What follows belongs to an exercise in optimizing a design on an open flow for small area, a short achievable clock period and few clock cycles; a production flow would make more cautious choices.
At most, simulation tests tie the RTL to the original design; equivalence was not proved.
Power figures rest on the tool's default switching activity, not on a simulated workload.

Setup of v10:
// cpu_hazard
module cpu_hazard(input wire clk,
           input wire rst,
           input wire enable,
           input wire start,
           output wire d_we,
           output wire [7:0] i_addr,
           output wire [7:0] d_addr,
           input  wire [15:0] i_datain,
           input  wire [15:0] d_datain,
           output wire [15:0] d_dataout,
           output wire busy
    );
For scale: ~1,300 cells after synthesis, ~200 flip-flops, about 70 I/O pins.
export LEC_CHECK = 0
export CAP_MARGIN = 20
export CORE_MARGIN = 2
export CORE_UTILIZATION = 40
export SETUP_SLACK_MARGIN = 2.5
export SLEW_MARGIN = 20
create_clock -name core_clock -period 6.0 [get_ports {clk}]
standard.sh (not shown) runs the stock make flow with config.mk's settings and CLKGATE_MAP_FILE= SYNTH_SCRIPT=/design/flow/synth_recipe.tcl, a recipe that flattens the netlist after the stock synthesis.
==> flow/flow/run.sh <==
#!/bin/bash
# Layout flow: the standard ORFS flow (standard synthesis, floorplan, power grid,
# placement, CTS, routing) with two changes to how the resizer works:
#  - ports are buffered with a plain buffer (buf_4) instead of the delay cell the
#    platform picks by default;
#  - the resizer may change a cell to any equivalent cell, not only one with the
#    same footprint (MATCH_CELL_FOOTPRINT=0).
# ORFS writes each step's full log under orfs/logs; make's own output goes to flow.log.
set -euo pipefail
bash standard.sh MATCH_CELL_FOOTPRINT=0 "BUFFER_PORTS_ARGS=-buffer_cell sky130_fd_sc_hd__buf_4" finish > flow.log 2>&1
What v32 does differently from v10 at the input level:
==> flow/flow/run.sh <==
#!/bin/bash
# Layout flow: the standard ORFS flow (standard synthesis, floorplan, power grid,
# placement, CTS, routing) with these changes to how the layout is made:
#  - ports are buffered with a plain buffer (buf_4) instead of the delay cell the
#    platform picks by default;
#  - the resizer may change a cell to any equivalent cell, not only one with the
#    same footprint (MATCH_CELL_FOOTPRINT=0);
#  - clock tree synthesis adds no dummy load cells (the standard CTS arguments
#    plus -dont_use_dummy_load),
#    with clusters of up to 20 sinks within 200 um.
# ORFS writes each step's full log under orfs/logs; make's own output goes to flow.log.
set -euo pipefail
bash standard.sh MATCH_CELL_FOOTPRINT=0 \
  "BUFFER_PORTS_ARGS=-buffer_cell sky130_fd_sc_hd__buf_4" \
  "CTS_ARGS=-sink_clustering_enable -repair_clock_nets -dont_use_dummy_load -sink_clustering_size 20 -sink_clustering_max_diameter 200" \
  finish > flow.log 2>&1
Notes after the runs:
v10 → v32: total power has decreased; hold slack now larger; final net count decreased about 0.8%; register fraction of the total cell area rose 1.2 points; maximum achievable frequency -0.76%. Global-route wire length before repair (v32 over v10): decrease, about 1.1%. Slew at the pin closest to its max-slew limit: v32 vs v10 up 0.043 ns. Row met2 track utilization from global routing: v32 lower / v10 higher. v10 → v32: layout filler cell count shows an increase of 29, detailed-routed wire length on met3 shows a reduction of 7.3%, cell row count shows no meaningful change. The worst setup path startpoint comes out i_datain[14] in one run and i_datain[11] in the other, namely in v10 and v32 respectively.
No functional check of the RTL was part of any run of this note.

========
main:
cpu_hazard, a different RTL version from the one above (not shown whole).
Size: about 200 flip-flops, about 70 I/O pins, about 0.013 mm² of cells after synthesis.
export LEC_CHECK = 0
export CAP_MARGIN = 20
export CORE_MARGIN = 2
export CORE_UTILIZATION = 40
export CTS_BUF_LIST = sky130_fd_sc_hd__clkbuf_8
export SETUP_SLACK_MARGIN = 2.5
export SLEW_MARGIN = 20
create_clock -name core_clock -period 6.0 [get_ports {clk}]
==> flow/flow/run.sh <==
#!/bin/bash
# Layout flow: the standard ORFS flow (standard synthesis, floorplan, power grid,
# placement, CTS, routing) with two changes to how the resizer works:
#  - ports are buffered with a plain buffer (buf_4) instead of the delay cell the
#    platform picks by default;
#  - the resizer may change a cell to any equivalent cell, not only one with the
#    same footprint (MATCH_CELL_FOOTPRINT=0).
# ORFS writes each step's full log under orfs/logs; make's own output goes to flow.log.
set -euo pipefail
bash standard.sh MATCH_CELL_FOOTPRINT=0 "BUFFER_PORTS_ARGS=-buffer_cell sky130_fd_sc_hd__buf_4" finish > flow.log 2>&1
The final layout from main, which completed every stage, passed the timing, DRC and antenna checks at the end of the flow.
Testbench counts of main, summed over its fixed seeds: cycles 82,400.
Relative to main, the following input files were edited for the feature branch:
- CTS_BUF_LIST no longer set, was sky130_fd_sc_hd__clkbuf_8
==> flow/flow/run.sh <==
#!/bin/bash
# Layout flow: the standard ORFS flow (standard synthesis, floorplan, power grid,
# placement, CTS, routing) with these changes to how the layout is made:
#  - ports are buffered with a plain buffer (buf_2) instead of the delay cell the
#    platform picks by default;
#  - the resizer may change a cell to any equivalent cell, not only one with the
#    same footprint (MATCH_CELL_FOOTPRINT=0);
#  - clock tree synthesis adds no dummy load cells (the standard CTS arguments
#    plus -dont_use_dummy_load).
# ORFS writes each step's full log under orfs/logs; make's own output goes to flow.log.
set -euo pipefail
bash standard.sh MATCH_CELL_FOOTPRINT=0 \
  "BUFFER_PORTS_ARGS=-buffer_cell sky130_fd_sc_hd__buf_2" \
  "CTS_ARGS=-sink_clustering_enable -repair_clock_nets -dont_use_dummy_load" \
  finish > flow.log 2>&1
Findings:
Going from main to the feature branch, net switching power of the design decreased 93 µW; switching part of the total decreased 0.69 points.
| worst setup slack | the feature branch vs main | better |

========
Starting RTL as in the previous note.
Settings: LEC_CHECK=0, CAP_MARGIN=20, CORE_MARGIN=2, CORE_UTILIZATION=40, SETUP_SLACK_MARGIN=2.5, SLEW_MARGIN=20; clock period 6.0 ns.
==> flow/flow/run.sh <==
#!/bin/bash
# Layout flow: the standard ORFS flow (standard synthesis, floorplan, power grid,
# placement, CTS, routing) with these changes to how the layout is made:
#  - ports are buffered with a plain buffer (buf_4) instead of the delay cell the
#    platform picks by default;
#  - the resizer may change a cell to any equivalent cell, not only one with the
#    same footprint (MATCH_CELL_FOOTPRINT=0);
#  - clock tree synthesis adds no dummy load cells (the standard CTS arguments
#    plus -dont_use_dummy_load),
#    with clusters of up to 40 sinks per leaf buffer.
# ORFS writes each step's full log under orfs/logs; make's own output goes to flow.log.
set -euo pipefail
bash standard.sh MATCH_CELL_FOOTPRINT=0 \
  "BUFFER_PORTS_ARGS=-buffer_cell sky130_fd_sc_hd__buf_4" \
  "CTS_ARGS=-sink_clustering_enable -repair_clock_nets -dont_use_dummy_load -sink_clustering_size 40" \
  finish > flow.log 2>&1
Testbench counts at the start, summed over its fixed seeds: cycles 82,400.
==> next run, changes <==
--- a/flow/flow/run.sh
+++ b/flow/flow/run.sh
@@ -8,9 +8,9 @@
 #  - clock tree synthesis adds no dummy load cells (the standard CTS arguments
 #    plus -dont_use_dummy_load),
-#    with clusters of up to 40 sinks per leaf buffer.
+#    with clusters of up to 20 sinks within 200 um.
 # ORFS writes each step's full log under orfs/logs; make's own output goes to flow.log.
 set -euo pipefail
 bash standard.sh MATCH_CELL_FOOTPRINT=0 \
   "BUFFER_PORTS_ARGS=-buffer_cell sky130_fd_sc_hd__buf_4" \
-  "CTS_ARGS=-sink_clustering_enable -repair_clock_nets -dont_use_dummy_load -sink_clustering_size 40" \
+  "CTS_ARGS=-sink_clustering_enable -repair_clock_nets -dont_use_dummy_load -sink_clustering_size 20 -sink_clustering_max_diameter 200" \
   finish > flow.log 2>&1
The new run went through all stages and came out clean.
Total power falls by 7.5%.
Synthesized area is unchanged.
Clock skew rises by 0.029 ns.
Wire length stays flat.
Cell area falls by 1.6%.
Flip-flop and latch count does not change.
Global-route usage falls by 0.12 points.
Combinational power barely changes.
Worst setup slack got worse by 0.0064 ns.
Utilization falls by 0.74 points.
Critical path depth does not change.
==> next run, changes <==
--- a/flow/flow/run.sh
+++ b/flow/flow/run.sh
@@ -8,9 +8,9 @@
 #  - clock tree synthesis adds no dummy load cells (the standard CTS arguments
 #    plus -dont_use_dummy_load),
-#    with clusters of up to 20 sinks within 200 um.
+#    with clusters of up to 30 sinks within 250 um.
 # ORFS writes each step's full log under orfs/logs; make's own output goes to flow.log.
 set -euo pipefail
 bash standard.sh MATCH_CELL_FOOTPRINT=0 \
   "BUFFER_PORTS_ARGS=-buffer_cell sky130_fd_sc_hd__buf_4" \
-  "CTS_ARGS=-sink_clustering_enable -repair_clock_nets -dont_use_dummy_load -sink_clustering_size 20 -sink_clustering_max_diameter 200" \
+  "CTS_ARGS=-sink_clustering_enable -repair_clock_nets -dont_use_dummy_load -sink_clustering_size 30 -sink_clustering_max_diameter 250" \
   finish > flow.log 2>&1
The new run completed with no timing, DRC or antenna violations.
Via count barely changes.
Worst setup slack gets worse by 0.0077 ns.
Utilization falls by 0.44 points.
Hold slack gets better by 0.0086 ns.
Routed wire length falls slightly.
Sequential share of layout area rises by 0.35 points.
Fmax barely changes.
Clock skew falls by 0.020 ns.
Die area stays the same.
Count of clock-buffer cells in the layout falls by 4.
==> next run, changes <==
==> flow/flow/run.sh (replaced) <==
#!/bin/bash
# Layout flow: the standard ORFS flow (standard synthesis, floorplan, power grid,
# placement, CTS, routing) with two changes to how the resizer works:
#  - ports are buffered with a plain buffer (buf_4) instead of the delay cell the
#    platform picks by default;
#  - the resizer may change a cell to any equivalent cell, not only one with the
#    same footprint (MATCH_CELL_FOOTPRINT=0).
# ORFS writes each step's full log under orfs/logs; make's own output goes to flow.log.
set -euo pipefail
bash standard.sh MATCH_CELL_FOOTPRINT=0 "BUFFER_PORTS_ARGS=-buffer_cell sky130_fd_sc_hd__buf_4" finish > flow.log 2>&1
--- a/flow/config.mk
+++ b/flow/config.mk
@@ -9,4 +9,5 @@
 export CORE_MARGIN = 2
 export CORE_UTILIZATION = 40
+export PLACE_DENSITY = 0.75
 export SETUP_SLACK_MARGIN = 2.5
 export SLEW_MARGIN = 20
=>
- setup slack gets worse by 0.068 ns
- routed wire length falls by about 2%
- global-route usage falls by 0.40 points
- first-iteration DRC count barely changes
- hold slack gets worse by 0.018 ns
- power rises by 18%
- synthesized cell count stays the same
- non-clock buffer count falls by 16
- clock skew is about the same
- cell count rises by about 0.9%
==> next run, changes <==
==> flow/flow/run.sh (replaced) <==
#!/bin/bash
# Layout flow: the standard ORFS flow (standard synthesis, floorplan, power grid,
# placement, CTS, routing) with these changes to how the layout is made:
#  - ports are buffered with a plain buffer (buf_4) instead of the delay cell the
#    platform picks by default;
#  - the resizer may change a cell to any equivalent cell, not only one with the
#    same footprint (MATCH_CELL_FOOTPRINT=0);
#  - clock tree synthesis adds no dummy load cells (the standard CTS arguments
#    plus -dont_use_dummy_load).
# ORFS writes each step's full log under orfs/logs; make's own output goes to flow.log.
set -euo pipefail
bash standard.sh MATCH_CELL_FOOTPRINT=0 \
  "BUFFER_PORTS_ARGS=-buffer_cell sky130_fd_sc_hd__buf_4" \
  "CTS_ARGS=-sink_clustering_enable -repair_clock_nets -dont_use_dummy_load" \
  finish > flow.log 2>&1
--- a/flow/config.mk
+++ b/flow/config.mk
@@ -9,5 +9,4 @@
 export CORE_MARGIN = 2
 export CORE_UTILIZATION = 40
-export PLACE_DENSITY = 0.75
 export SETUP_SLACK_MARGIN = 2.5
 export SLEW_MARGIN = 20
After rerunning: Routed wire length came out higher by 3.1%; die area is unchanged; core utilization is about the same; global-route usage rose by 0.55 points; power falls by 4.6%; sequential share of layout area is about the same; worst setup slack is better by 0.076 ns; clock power drops by 15%.
==> next run, changes <==
--- a/flow/flow/run.sh
+++ b/flow/flow/run.sh
@@ -7,9 +7,10 @@
 #    same footprint (MATCH_CELL_FOOTPRINT=0);
 #  - clock tree synthesis adds no dummy load cells (the standard CTS arguments
-#    plus -dont_use_dummy_load).
+#    plus -dont_use_dummy_load),
+#    with clusters of up to 20 sinks within 200 um.
 # ORFS writes each step's full log under orfs/logs; make's own output goes to flow.log.
 set -euo pipefail
 bash standard.sh MATCH_CELL_FOOTPRINT=0 \
   "BUFFER_PORTS_ARGS=-buffer_cell sky130_fd_sc_hd__buf_4" \
-  "CTS_ARGS=-sink_clustering_enable -repair_clock_nets -dont_use_dummy_load" \
+  "CTS_ARGS=-sink_clustering_enable -repair_clock_nets -dont_use_dummy_load -sink_clustering_size 20 -sink_clustering_max_diameter 200" \
   finish > flow.log 2>&1
--- a/flow/config.mk
+++ b/flow/config.mk
@@ -9,4 +9,4 @@
 export CORE_MARGIN = 2
 export CORE_UTILIZATION = 40
-export SETUP_SLACK_MARGIN = 2.5
+export SETUP_SLACK_MARGIN = 2.4
 export SLEW_MARGIN = 20
The new run finished clean; critical path depth grows by 2; non-clock buffer count shrinks by 17; total power shrinks by 8.4%; cell area shrinks by 3.4%; clock skew grows by 0.020 ns; sequential share of layout area grows by 1.3 points; flip-flop and latch count does not change; synthesized area does not change.

port drivers added, routing unchanged:
No port has a modelled driver above. Below, the same layouts with a new extraction and two added sets of constraints. Step 1 (the two cells are an assumption about what drives the block):
set clk [get_ports {clk}]
set_driving_cell -lib_cell sky130_fd_sc_hd__clkbuf_16 $clk
set_driving_cell -lib_cell sky130_fd_sc_hd__buf_2 [delete_from_list [all_inputs] $clk]
Step 2 moves the port delays by t, midway between the first and last clock arrival at a register: inputs arrive t later, outputs are due t later. That takes back most of the time a late clock gives input paths. a / b / c = no drivers / after step 1 / after step 2; a / b = the first two.
run	shift t [ns]	setup slack, ns	latest minus earliest clock arrival (ns)	slew at the worst register clock pin (ns)
v10	0.579	2.500 / 2.527 / 1.948	0.016 / 0.016	0.07 / 0.07
v32	0.524	2.473 / 2.498 / 1.974	0.058 / 0.057	0.10 / 0.10
main	0.584	2.539 / 2.492 / 2.043	0.047 / 0.047	0.07 / 0.07
the feature branch	0.556	2.570 / 2.559 / 2.060	0.028 / 0.028	0.06 / 0.06
the first run of note 3	0.558	2.575 / 2.523 / 2.068	0.022 / 0.022	0.06 / 0.06
the second run of note 3	0.512	2.569 / 2.515 / 2.092	0.051 / 0.051	0.09 / 0.09
the third run of note 3	0.520	2.561 / 2.511 / 2.082	0.031 / 0.032	0.13 / 0.13
the fourth run of note 3	0.562	2.493 / 2.493 / 1.997	0.032 / 0.032	0.07 / 0.07
the fifth run of note 3	0.560	2.569 / 2.517 / 2.067	0.025 / 0.025	0.06 / 0.06
the sixth run of note 3	0.520	2.430 / 2.436 / 1.917	0.046 / 0.047	0.10 / 0.10
After both steps every run listed still meets setup and hold. For v10, which loses most, drivers alone change the setup slack by +0.027 ns; drivers and shift together by -0.552 ns.
